What follows belongs to an exercise in optimizing a design on an open flow for small area; a production flow would make more cautious choices.
The RTL was checked by simulation tests, not by an equivalence proof against the original design.
No activity file was given, so power comes from the tool's default toggle rates.

File: design.v
`default_nettype none
module hub75 #(
    parameter FIFO_WIDTH = 64,
    parameter OUT_REG = 6,
    parameter CLK_SPEED = 40_000_000
) (
    input wire clk,
    input wire s_axi_valid,
    output logic s_axi_ready,
    input wire reset_n,
    input wire [FIFO_WIDTH - 1 : 0] r0_in,
    input wire [FIFO_WIDTH - 1 : 0] g0_in,
    input wire [FIFO_WIDTH - 1 : 0] b0_in,
    input wire [FIFO_WIDTH - 1 : 0] r1_in,
    input wire [FIFO_WIDTH - 1 : 0] g1_in,
    input wire [FIFO_WIDTH - 1 : 0] b1_in,
    output logic r0_out,
    output logic g0_out,
    output logic b0_out,
    output logic r1_out,
    output logic g1_out,
    output logic b1_out,
    output logic [5 - 1 : 0] addr_out,
    output logic blank,
    output logic latch_out,
    output logic clk_out
);
  logic [FIFO_WIDTH - 1 : 0] piso [6];  
  logic [2 : 0 ] addr_cnt;
  int shift_cnt; 
  int timer;
  logic valid_data;
  int bcm_val;  
  typedef enum {
    S0,  
    S1,  
    S2,  
    S3,  
    S4,  
    S5,  
    S6,  
    S7,
    RST
  } state_t;
  state_t c_state, n_state;
  always_comb begin
    case (addr_cnt)
      3'b000 : bcm_val = 10418;
      3'b001 : bcm_val = 5210;
      3'b010 : bcm_val = 2604;
      3'b011 : bcm_val = 1302;
      3'b100 : bcm_val = 651;
      3'b101 : bcm_val = 325;
      3'b110 : bcm_val = 163;
      default : bcm_val = 82;
    endcase
  end
  always_comb begin
    case (c_state)
      S0: begin
        if (s_axi_valid == 1'b1) begin
          n_state = S1;
        end else begin
          n_state = S0;
        end
      end
      S1: n_state = S2;
      S2: begin
        if (shift_cnt < 63) begin
          n_state = S1;
        end else begin
          n_state = S3;
        end
      end
      S3: begin
        if (timer > 0) begin
          n_state = S3;
        end else begin
          n_state = S4;
        end
      end
      S4: n_state = S5;
      S5: n_state = S6;
      S6: n_state = S0;
      RST: begin
        if (reset_n == 1'b0) begin
          n_state = RST;
        end else begin
          n_state = S0;
        end
      end
      default: n_state = RST;
    endcase
  end
  always_ff @(posedge clk) begin
    if (reset_n == 0) begin
      c_state <= RST;
      clk_out <= 1'b0;
      latch_out <= 1'b0;
      blank <= 1'b1;
      s_axi_ready <= 1'b0;
      addr_cnt <= '0;
      addr_out <= '0;
      valid_data <= 1'b0;
      shift_cnt <= 0;
      timer <= 0;
    end else begin
      c_state <= n_state;
      clk_out <= 1'b0;
      latch_out <= 1'b0;
      blank <= 1'b1;
      s_axi_ready <= (n_state == S0);
      if (timer > 0) begin
        timer <= timer - 1;
      end
      if (c_state == S0) begin
        if (valid_data) begin
          blank <= 1'b0; 
        end
        if (s_axi_valid == 1'b1) begin
          shift_cnt <= 0;
        end
      end
      if (c_state == S1) begin
        clk_out <= 1'b1;
        if (valid_data) begin
          blank <= 1'b0;
        end
      end
      if (c_state == S2) begin
        if (valid_data) begin
          blank <= 1'b0;
        end
        shift_cnt <= shift_cnt + 1;
      end
      if (c_state == S3) begin
        if (valid_data) begin
          blank <= 1'b0;
        end
      end
      if (c_state == S5) begin
        if (valid_data && (addr_cnt == 0)) begin
          addr_out <= addr_out + 1;
        end
      end
      if (c_state == S6) begin
        latch_out <= 1'b1;
        valid_data <= 1'b1;
        addr_cnt <= addr_cnt + 1;
        timer <= bcm_val;
      end
    end
  end
  always_ff @(posedge clk) begin
    if (c_state == S0) begin
      if (s_axi_valid == 1'b1) begin
        piso[0] <= r0_in;
        piso[1] <= g0_in;
        piso[2] <= b0_in;
        piso[3] <= r1_in;
        piso[4] <= g1_in;
        piso[5] <= b1_in;
      end
    end
    if (c_state == S2) begin
      for (int i = 0; i < 6; i++) begin
        for (int k = 0; k < 63; k++) begin
          piso[i][k] <= piso[i][k + 1];
        end
        piso[i][63] <= 1'b0;
      end
    end
  end
  always_comb begin
    r0_out = piso[0][0];
    g0_out = piso[1][0];
    b0_out = piso[2][0];
    r1_out = piso[3][0];
    g1_out = piso[4][0];
    b1_out = piso[5][0];
  end
endmodule
File: run.sh
#!/bin/bash
# synth_recipe.tcl (not shown) runs the flow's synth.tcl, then flattens the netlist and writes it again
# the make line also repeats each setting of config.mk as NAME=value (left out here)
make -C /OpenROAD-flow-scripts/flow DESIGN_CONFIG=/design/flow/config.mk WORK_HOME=/design/flow/orfs CLKGATE_MAP_FILE= SYNTH_SCRIPT=/design/flow/synth_recipe.tcl finish
File: config.mk
export PLATFORM = sky130hd
export DESIGN_NAME = hub75
export DESIGN_NICKNAME = hub75
export VERILOG_FILES = /design/flow/design.v
export SDC_FILE = /design/flow/constraint.sdc
export NUM_CORES = 4
export LEC_CHECK = 0
export CAP_MARGIN = 20
export CORE_MARGIN = 2
export CORE_UTILIZATION = 40
export SLEW_MARGIN = 20
File: constraint.sdc
create_clock -name core_clock -period 10.0 [get_ports {clk}]
set_input_delay 2.0000 -clock core_clock [delete_from_list [all_inputs] [get_ports {clk}]]
set_output_delay 2.0000 -clock core_clock [all_outputs]
set_load 0.01 [all_outputs]
==> summary.md <==
| Metric | Value |
|---|---|
| GRT Overall Usage | `between 10% and 20%` |
| Clk pwr share | `approximately 36%` |
| Max Cap Viol | `0` |
| WS Path Type | `in2reg` |
| Row count | `82` |
| Flop pwr share | `a little under half` |
| Asr flop ratio synth | `0%` |
| Die ar. | `0.0530 sq mm` |
| CP delay by family, top | `buffers and inverters` |
| GRT Residual Overflow | `0` |
| Clock Tree Root | `clkbuf_16` |
| Syn Inst Count | `between 2k and 2.5k` |
| Crit path launch type | `input pin` |
| Cts hold-fix bufs | `0` |
| Crit-path slowest cell | `buf_12` |
| Worst-skew pair later-pin latency | `0.59 ns` |
| Fill count | `around 4.6k` |
| Cts bufs inserted | `slightly above 50` |
| Largest incremental delay on the critical path | `~0.62 ns` |
| Post-Syn Area | `0.0205 sq mm` |
| Die Ht | `between 200 and 250 um` |
| Core area | `0.0504 sq mm` |
| Resized Gates After CTS | `0` |
| CP Launch Point | `s_axi_valid` |
| Power Dens Cells | `roughly 190 mW/mm^2` |
| R2R Path Start | `c_state[1]` |
| Worst min-delay path startpoint | `valid_data` |
| Ys Warns | `2` |
| Io pins | `about 400` |
| Critical path, cell by cell | `clkdlybuf4s50_1, and2_1, nor2_1, clkinvlp_4, buf_12, buf_16, buf_12` |
| DP HPWL | `between 30 and 40 mm` |
| Sw frac | `between 20% and 30%` |
| Layout cells sized above 1 | `between 4 and 5%` |
| Synth Area per Inst | `around 9.5 sq um` |
| Crit path required time | `10.20 ns` |
| RSZ-0062 raised after global routing | `no` |
| Worst Path Arrival | `between 5 and 6 ns` |
| Vias in the first global route | `around 15k` |
| Drt first pass iters | `6` |
| Slew headroom | `25.8%` |
| Worst slew pin tran | `around 1.1 ns` |
| I/O Buffers | `401` |
| Most used flip-flop cell after synthesis | `edfxtp_1` |
| Crit path buf inv count | `5` |
| Post-synthesis register bit count | `465` |
| Pin count of the biggest net entering global routing | `~240` |
| Clock Sinks | `approximately 470` |
| Fmax | `0.201 GHz` |
| Library cells used by synthesis | `65` |
| Routability Congestion | `between 0.8 and 0.9` |
| CP Capture Type | `flop` |
| Final #Nets | `around 2.9k` |
| Initial antenna violation count | `11` |
| Post-DR vias/cell | `about 4.9` |
| CTS tree | `done` |
| Via count | `approximately 16k` |
| Register area share after synthesis | `63.9%` |
| Min Tclk post-route | `4.98 ns` |
| CTS clk-pin slew, worst paths | `roughly 0.060 ns` |
| Clk_skew | `0.0181 ns` |
| Max Fanout on Critical Path | `between 150 and 200` |
| Status | `finished clean` |
| Most frequent cells in the layout | `nand2_1 (1185), clkdlybuf4s50_1 (401), edfxtp_1 (378), dfxtp_1 (87), clkbuf_16 (53)` |
| WHS | `0.431 ns` |
| Routed wire per std cell | `about 17 um` |
| Global-route wire length before repair | `~83 mm` |
| Most frequent CP cell | `buf_12` |
| Area growth syn-to-layout | `30.1%` |
| Postcts setup bufs | `0` |
| Slew Viols, Final | `0` |
| Leak | `about 11 nW` |
| Final setup violating endpoints | `0` |
| Comb pwr share | `16.6%` |
| Clock Path Buffers | `3` |
| Post-synth EDFFs | `378` |
| Count of final hold-check violations | `0` |
| Most common cell after layout, fill and taps aside | `nand2_1` |
| Initial DRC count | `between 1k and 1.5k` |
| Period utilization | `around half` |
| ANT nets after route | `0` |
| Die Width | `~230 um` |
| Final WL | `between 50 and 60 mm` |
| Fin Setup TNS | `0 ns` |
| Worst vdd ir | `between 100 and 150 uV` |
| Initial Util | `about two fifths` |
| Hold Path Class | `reg2reg` |
| H-tree depth | `2` |
| Syn Nets | `2550` |
| P_int | `approximately 3.7 mW` |
| Psw | `1.31 mW` |
| Drt drc | `0` |
-- worst paths after layout --
kind / end / slack, ns / depth (start not counted)
setup reg to reg: piso[4][42] / 5.82 / 7
setup / recovery: piso[4][42] / 5.02 / 7
hold / removal: blank / 0.43 / 1
hold reg to reg: blank / 0.43 / 1
-- synthesized netlist by cell type, drive strengths merged, types with 5 or more instances --
cell | count | area, sq um
buf | 8 | 46.3
o21ai | 19 | 95.1
nand3b | 6 | 45.0
xnor2 | 5 | 43.8
or3 | 25 | 166
nor4 | 17 | 128
o311ai | 7 | 61.3
nor2b | 5 | 31.3
nand4 | 19 | 119
nand2b | 5 | 31.3
ha | 9 | 113
nor2 | 48 | 180
nand3 | 30 | 150
dfxtp | 87 | 1740
inv | 11 | 41.3
clkbuf | 106 | 398
nand2 | 1187 | 4460
o211ai | 11 | 82.6
xor2 | 6 | 52.6
and2 | 6 | 37.5
nor3 | 15 | 75.1
a21oi | 47 | 235
o31ai | 9 | 81.3
or2 | 7 | 43.8
or4 | 16 | 128
edfxtp | 378 | 11400
and3 | 13 | 81.3
-- power groups by stage --
stage / clock, mW / combinational (mW) / sequential [mW]
2_1_floorplan: 0 / 0.547 / 2.43
3_3_place_gp: 0 / 0.807 / 2.43
3_5_place_dp: 0 / 0.828 / 2.43
4_1_cts: 1.83 / 0.834 / 2.39
5_1_grt: 1.91 / 0.930 / 2.41
6_report: 1.78 / 0.831 / 2.39
-- registers in the layout, indices dropped and copies added, names as in the netlist --
register and flops:
clk_out 1, addr_cnt 3, blank 1, shift_cnt 32, valid_data 1, piso 384
addr_out 5, s_axi_ready 1, latch_out 1, c_state 4, timer 32
-- cell families (layout without fill, tap and decap cells) --
group                    Yosys count  in the layout  share of synthesized area (%)
buffers and inverters            126            514                           2.39
AND/OR/NAND/NOR                 1412           1412                           28.3
other                              0              5                              0
XOR/XNOR                          11             11                          0.470
AO/OA/AOI/OAI                    123            123                           3.98
flip-flops                       465            465                           63.9
adder cells (fa/ha/maj)            9              9                          0.550
multiplexers                       8              8                          0.415
-- per-stage QoR --
stage	power (mW)	instances	worst slack [ns]	util [%]	cell area [sq um]
global route	5.25	3216	4.80	52.9	26600
finish	5.00	3219	5.02	52.9	26700
floorplan	2.98	2154	1.28	-	20500
global placement	3.23	3125	4.58	49.7	25000
CTS	5.06	3213	5.16	52.8	26600
detailed placement	3.26	3125	4.51	49.7	25100
-- worst register-to-register path: stages, from the launching register on --
cell	delay [ns]
dfxtp_1	0.57
nor4b_4	0.30
buf_4	0.62
nor2_1	0.32
clkinvlp_4	0.17
buf_12	0.32
buf_16	0.53
buf_12	0.73
-- layout make-up --
class | count | area, sq um | share of cell area [%]
sequential | 465 | 13100 | 49.1
multi-input combinational | 1563 | 6930 | 26.0
timing repair buffer | 414 | 4170 | 15.6
clock buffer | 71 | 1440 | 5.39
tap | 672 | 841 | 3.15
clock inverter | 17 | 116 | 0.437
inverter | 12 | 48.8 | 0.183
antenna | 5 | 12.5 | 0.0469
-- routing by layer --
layer / global-route usage (%) / wire length, um
met1: 27.1 / 24100
met2: 30.9 / 24200
met3: 5.70 / 4030
met4: 4.27 / 864
met5: 0 / 74

what the ideal ports hide:
The flow's constraints put no driver on any port. The routed layout listed below was extracted and timed again, unchanged, in two steps. Step 1: set_driving_cell puts a clkbuf_16 on clk and a buf_2 on each other input, an assumption about the parent block. Step 2 also shifts input and output timing later by t, the mid clock arrival at the registers, as if the neighbouring blocks saw the same clock. Three values: ideal, step 1, step 2; two values: the first two.
shift t [ns]: 0.643
setup WS [ns]: 5.017 / 5.044 / 4.400
hold WS [ns]: 0.431 / 0.431 / 0.431
clock arrival spread, ns: 0.021 / 0.021
After both steps setup and hold are still met in this run. The setup slack of this run moves by +0.027 ns with the drivers and by -0.617 ns with both steps.
